What follows belongs to an exercise in optimizing a design on an open flow for small area; a production flow would make more cautious choices.
The RTL was checked by simulation tests, not by an equivalence proof against the original design.
No activity file was given, so power comes from the tool's default toggle rates.

Setup of TR:
==> flow/design.v (excerpt) <==
module BouncingLED(
	input CLOCK_50,
	input [2:0] KEY,
	output reg [9:0] LEDR,
	output [7:0] HEX0,
	output [7:0] HEX1,
	output [7:0] HEX2,
	output [7:0] HEX3
	);
For scale: about 660 cells after synthesis, about 5100 um2 of cells after synthesis.
==> module BouncingLED, before the edit <==
module BouncingLED(
	input CLOCK_50,
	input [2:0] KEY,
	output reg [9:0] LEDR,
	output [7:0] HEX0,
	output [7:0] HEX1,
	output [7:0] HEX2,
	output [7:0] HEX3
	);
	reg [1:0] KEY_sync, KEY_A, KEY_B;
	wire KEY_0 = KEY_sync[0];
	wire KEY_1 = KEY_sync[1];
	reg [31:0] velocity;
	reg [27:0] position;
	reg delta_switch_flag;
	reg time_step_reg;
	wire time_step;
	wire KEY_1_Edge;
	always @(posedge CLOCK_50) begin
		KEY_sync <= KEY_B;
		KEY_B <= KEY_A;
		KEY_A <= KEY[1:0];
	end
	wire ts     = time_step_reg;
	wire kick   = KEY_1_Edge;
	wire v_neg  = velocity[31];
	wire v_zero = ~|velocity;
	wire p_neg  = position[27] & position[26];
	wire p_zero = ~|position;
	wire v_pos_t = ~v_neg & ~v_zero;
	wire ceil   = position[27] & position[25] & v_pos_t;
	wire floor_ = (p_neg | p_zero) & v_neg;
	wire bounce = ceil | floor_;
	wire neg_b  = ts & bounce;
	wire set_3  = ~ts & (kick ? (v_neg | v_zero) : ~KEY_0);
	wire sel_v  = ~neg_b & ~set_3;
	wire sel_x  = ts & floor_;
	wire [31:0] v_sra2 = {{2{velocity[31]}}, velocity[31:2]};
	wire [31:0] add_a = ({32{sel_v}} & velocity) | ({32{sel_x}} & v_sra2);
	wire [31:0] b_const = ts ? 32'hFFFFF2E4 : ((kick | ~KEY_0) ? 32'h03000000 : 32'd0);
	wire [31:0] add_b = neg_b ? {~velocity[31:2], floor_ ? 2'b11 : ~velocity[1:0]} : b_const;
	wire add_c = ts & (bounce | delta_switch_flag);
	wire [31:0] na = ~add_a;
	wire [31:0] nb = ~add_b;
	wire [31:0] ns;
	wire [32:0] nc;
	assign nc[0] = ~add_c;
	assign nc[16] = 1'b1;
	genvar i;
	generate
		for (i = 0; i < 32; i = i + 1) begin : vadd
			assign ns[i] = na[i] ^ nb[i] ^ nc[i];
			if (i != 15)
				assign nc[i+1] = (na[i] & nb[i]) | (nc[i] & (na[i] ^ nb[i]));
		end
	endgenerate
	wire c16 = ~((na[15] & nb[15]) | (nc[15] & (na[15] ^ nb[15])));
	wire [31:0] v_sum;
	assign v_sum[15:0] = ~ns[15:0];
	wire [15:0] v_ones;
	assign v_ones[0] = 1'b1;
	generate
		for (i = 0; i < 16; i = i + 1) begin : vinc
			assign v_sum[16+i] = ~ns[16+i] ^ (c16 & v_ones[i]);
			if (i < 15)
				assign v_ones[i+1] = v_ones[i] & ~ns[16+i];
		end
	endgenerate
	wire [15:0] p_b = {16{ts}} & velocity[31:16];
	wire [15:0] p_lo;
	wire [16:0] p_c;
	assign p_c[0] = 1'b0;
	generate
		for (i = 0; i < 16; i = i + 1) begin : padd
			assign p_lo[i] = position[i] ^ p_b[i] ^ p_c[i];
			assign p_c[i+1] = (position[i] & p_b[i]) | (p_c[i] & (position[i] ^ p_b[i]));
		end
	endgenerate
	wire p_sign = ts & velocity[31];
	wire p_up = p_c[16] & ~p_sign;
	wire p_dn = ~p_c[16] & p_sign;
	wire [12:0] p_ones, p_zeros;
	assign p_ones[0] = 1'b1;
	assign p_zeros[0] = 1'b1;
	wire [11:0] p_hi;
	generate
		for (i = 0; i < 12; i = i + 1) begin : phi
			assign p_hi[i] = position[16+i] ^ ((p_up & p_ones[i]) | (p_dn & p_zeros[i]));
			assign p_ones[i+1] = p_ones[i] & position[16+i];
			assign p_zeros[i+1] = p_zeros[i] & ~position[16+i];
		end
	endgenerate
	wire [27:0] p_sum = {p_hi, p_lo};
	reg [27:0] p_next;
	always @(*) begin
		if (ts) begin
			if (p_neg)
				p_next = v_pos_t ? 28'h9000000 : 28'd0;
			else if (p_zero & v_neg)
				p_next = 28'h100;
			else if (ceil)
				p_next = {4'b1001, p_sum[23:0]};
			else
				p_next = p_sum;
		end else if (!KEY_0)
			p_next = 28'd1000;
		else
			p_next = p_sum;
	end
	always @(posedge CLOCK_50) begin
		time_step_reg <= time_step;
		velocity <= v_sum;
		position <= p_next;
		if (ts)
			delta_switch_flag <= ~delta_switch_flag;
		else if (!KEY_0)
			delta_switch_flag <= 1'b0;
	end
	always @(*) begin
		if (p_neg)
			LEDR = 10'b0000000001;
		else if (position[27:24] != 4'd0)
			LEDR = 10'b1000000000;
		else if (position[23:0] < 24'd1677721 * 1)
			LEDR = 10'b0000000001;
		else if (position[23:0] < 24'd1677721 * 2)
			LEDR = 10'b0000000010;
		else if (position[23:0] < 24'd1677721 * 3)
			LEDR = 10'b0000000100;
		else if (position[23:0] < 24'd1677721 * 4)
			LEDR = 10'b0000001000;
		else if (position[23:0] < 24'd1677721 * 5)
			LEDR = 10'b0000010000;
		else if (position[23:0] < 24'd1677721 * 6)
			LEDR = 10'b0000100000;
		else if (position[23:0] < 24'd1677721 * 7)
			LEDR = 10'b0001000000;
		else if (position[23:0] < 24'd1677721 * 8)
			LEDR = 10'b0010000000;
		else if (position[23:0] < 24'd1677721 * 9)
			LEDR = 10'b0100000000;
		else
			LEDR = 10'b1000000000;
	end
	EdgeDetector Key1_EdgeDetector(
		.CLOCK_50(CLOCK_50),
		.Signal(KEY_1),
		.Edge(KEY_1_Edge)
	);
	Timer_20_48us Timer_20_48us(
		.CLOCK_50(CLOCK_50),
		.Rollover(time_step),
		.Reset(!KEY[0])
	);
	HEXDisplayPos HEX0Display(.HexInput(position[27:24]), .DisplayOut(HEX0));
	HEXDisplay HEX1Display(.HexInput({4{p_neg}}), .DisplayOut(HEX1));
	HEXDisplay HEX2Display(.HexInput(velocity[27:24]), .DisplayOut(HEX2));
	HEXDisplay HEX3Display(.HexInput(velocity[31:28]), .DisplayOut(HEX3));
endmodule
export LEC_CHECK = 0
export CAP_MARGIN = 20
export CORE_MARGIN = 2
export CORE_UTILIZATION = 60
export CTS_BUF_LIST = sky130_fd_sc_hd__clkbuf_8
export SLEW_MARGIN = 20
create_clock -name core_clock -period 10.0 [get_ports {CLOCK_50}]
standard.sh (not shown) runs the stock make flow with config.mk's settings and CLKGATE_MAP_FILE= SYNTH_SCRIPT=/design/flow/synth_recipe.tcl, a recipe that flattens the netlist after the stock synthesis.
==> flow/flow/run.sh <==
#!/bin/bash
# The standard layout (standard.sh) with three changes to how the layout
# is built:
#  - after the standard synthesis, its combinational cells are mapped again
#    for area (flow/remap.sh); flip-flops, adders and tie cells are kept as
#    they are, with their names;
#  - each port gets the smallest buffer;
#  - clock tree synthesis adds no dummy loads.
# Each tool's full output goes to a log file of its own in this folder
# (make_synth.log, remap_yosys.log, make_finish.log); ORFS keeps each
# step's own log under orfs/logs/.
set -euo pipefail
results=$PWD/orfs/results/$FLOW_PLATFORM/BouncingLED/base
bash standard.sh "$results/1_2_yosys.v" > make_synth.log 2>&1
bash flow/remap.sh "$results/1_2_yosys.v" > remap_yosys.log 2>&1
bash standard.sh \
	"BUFFER_PORTS_ARGS=-buffer_cell sky130_fd_sc_hd__buf_1" \
	"CTS_ARGS=-sink_clustering_enable -repair_clock_nets -dont_use_dummy_load -buf_list sky130_fd_sc_hd__clkbuf_8" \
	finish > make_finish.log 2>&1
Other scripts of this flow, unchanged in this note and not shown: flow/flow/remap.sh
TR: all stages complete, timing, DRC and antenna checks passed
What JK does differently from TR at the input level:
--- a/flow/design.v
+++ b/flow/design.v
@@ -73,10 +73,11 @@
 	wire KEY_1 = KEY_sync[1];
 	reg [31:0] velocity;
 	reg [27:0] position;
 	reg delta_switch_flag;
 	reg time_step_reg;
+	reg v_zero_q, p_zero_q;
 	wire time_step;
 	wire KEY_1_Edge;
 	always @(posedge CLOCK_50) begin
 		KEY_sync <= KEY_B;
 		KEY_B <= KEY_A;
@@ -86,21 +87,20 @@
 	wire kick   = KEY_1_Edge;
 	wire v_neg  = velocity[31];
 	wire v_zero = ~|velocity;
 	wire p_neg  = position[27] & position[26];
 	wire p_zero = ~|position;
-	wire v_pos_t = ~v_neg & ~v_zero;
+	wire v_pos_t = ~v_neg & ~v_zero_q;
 	wire ceil   = position[27] & position[25] & v_pos_t;
-	wire floor_ = (p_neg | p_zero) & v_neg;
+	wire floor_ = (p_neg | p_zero_q) & v_neg;
 	wire bounce = ceil | floor_;
 	wire neg_b  = ts & bounce;
-	wire set_3  = ~ts & (kick ? (v_neg | v_zero) : ~KEY_0);
-	wire sel_v  = ~neg_b & ~set_3;
+	wire sel_v  = ~neg_b;
 	wire sel_x  = ts & floor_;
 	wire [31:0] v_sra2 = {{2{velocity[31]}}, velocity[31:2]};
 	wire [31:0] add_a = ({32{sel_v}} & velocity) | ({32{sel_x}} & v_sra2);
-	wire [31:0] b_const = ts ? 32'hFFFFF2E4 : ((kick | ~KEY_0) ? 32'h03000000 : 32'd0);
+	wire [31:0] b_const = ts ? 32'hFFFFF2E4 : (kick ? 32'h03000000 : 32'd0);
 	wire [31:0] add_b = neg_b ? {~velocity[31:2], floor_ ? 2'b11 : ~velocity[1:0]} : b_const;
 	wire add_c = ts & (bounce | delta_switch_flag);
 	wire [31:0] na = ~add_a;
 	wire [31:0] nb = ~add_b;
 	wire [31:0] ns;
@@ -125,10 +125,11 @@
 			assign v_sum[16+i] = ~ns[16+i] ^ (c16 & v_ones[i]);
 			if (i < 15)
 				assign v_ones[i+1] = v_ones[i] & ~ns[16+i];
 		end
 	endgenerate
+	wire set_3 = ~ts & (kick ? (v_neg | v_zero) : ~KEY_0);
 	wire [15:0] p_b = {16{ts}} & velocity[31:16];
 	wire [15:0] p_lo;
 	wire [16:0] p_c;
 	assign p_c[0] = 1'b0;
 	generate
@@ -155,11 +156,11 @@
 	reg [27:0] p_next;
 	always @(*) begin
 		if (ts) begin
 			if (p_neg)
 				p_next = v_pos_t ? 28'h9000000 : 28'd0;
-			else if (p_zero & v_neg)
+			else if (p_zero_q & v_neg)
 				p_next = 28'h100;
 			else if (ceil)
 				p_next = {4'b1001, p_sum[23:0]};
 			else
 				p_next = p_sum;
@@ -168,12 +169,14 @@
 		else
 			p_next = p_sum;
 	end
 	always @(posedge CLOCK_50) begin
 		time_step_reg <= time_step;
-		velocity <= v_sum;
+		velocity <= set_3 ? 32'h03000000 : v_sum;
 		position <= p_next;
+		v_zero_q <= ~ts & ~kick & KEY_0 & v_zero;
+		p_zero_q <= ~ts & KEY_0 & p_zero;
 		if (ts)
 			delta_switch_flag <= ~delta_switch_flag;
 		else if (!KEY_0)
 			delta_switch_flag <= 1'b0;
 	end
JK was carried through to the last stage, and its layout satisfied the timing, DRC and antenna checks. Compared with TR, JK shows a higher starting density of the core. Total power of JK is lower than that of TR. The fraction of met2 tracks used by global routing in JK sits 0.79 points below the value recorded for TR. Comparing JK and TR, the lower fraction of area in non-clock buffers was measured on JK. JK — total area of multi-input combinational cells 2.9% higher, TR as reference.

[what the ideal ports hide]
How much do the figures lean on ideal ports? The routed layouts below were timed once more, with nothing changed but the port constraints.
Step 1 sets driving cells, clkbuf_16 on the clock port and buf_2 on the other inputs (assumed; they add their load-dependent delay and slew).
Step 2 adds t to the input delays and takes it off the output delays; t is the mean of the earliest and latest rising clock arrival at the registers after step 1. Input paths then give back, and output paths get back, about the clock's delay inside the block.
Three values: ideal ports, drivers, drivers and shift; two values: the first two.
run | shift t [ns] | setup slack, ns | slew at the worst register clock pin (ns) | worst data-port slew with drivers (ns) | pins driven straight from the clock port
TR | 0.392 | 0.657 / 0.657 / 0.657 | 0.10 / 0.10 | 0.03 | 1
JK | 0.377 | 0.822 / 0.822 / 0.822 | 0.10 / 0.10 | 0.03 | 1
After both steps setup and hold are still met in every run listed.
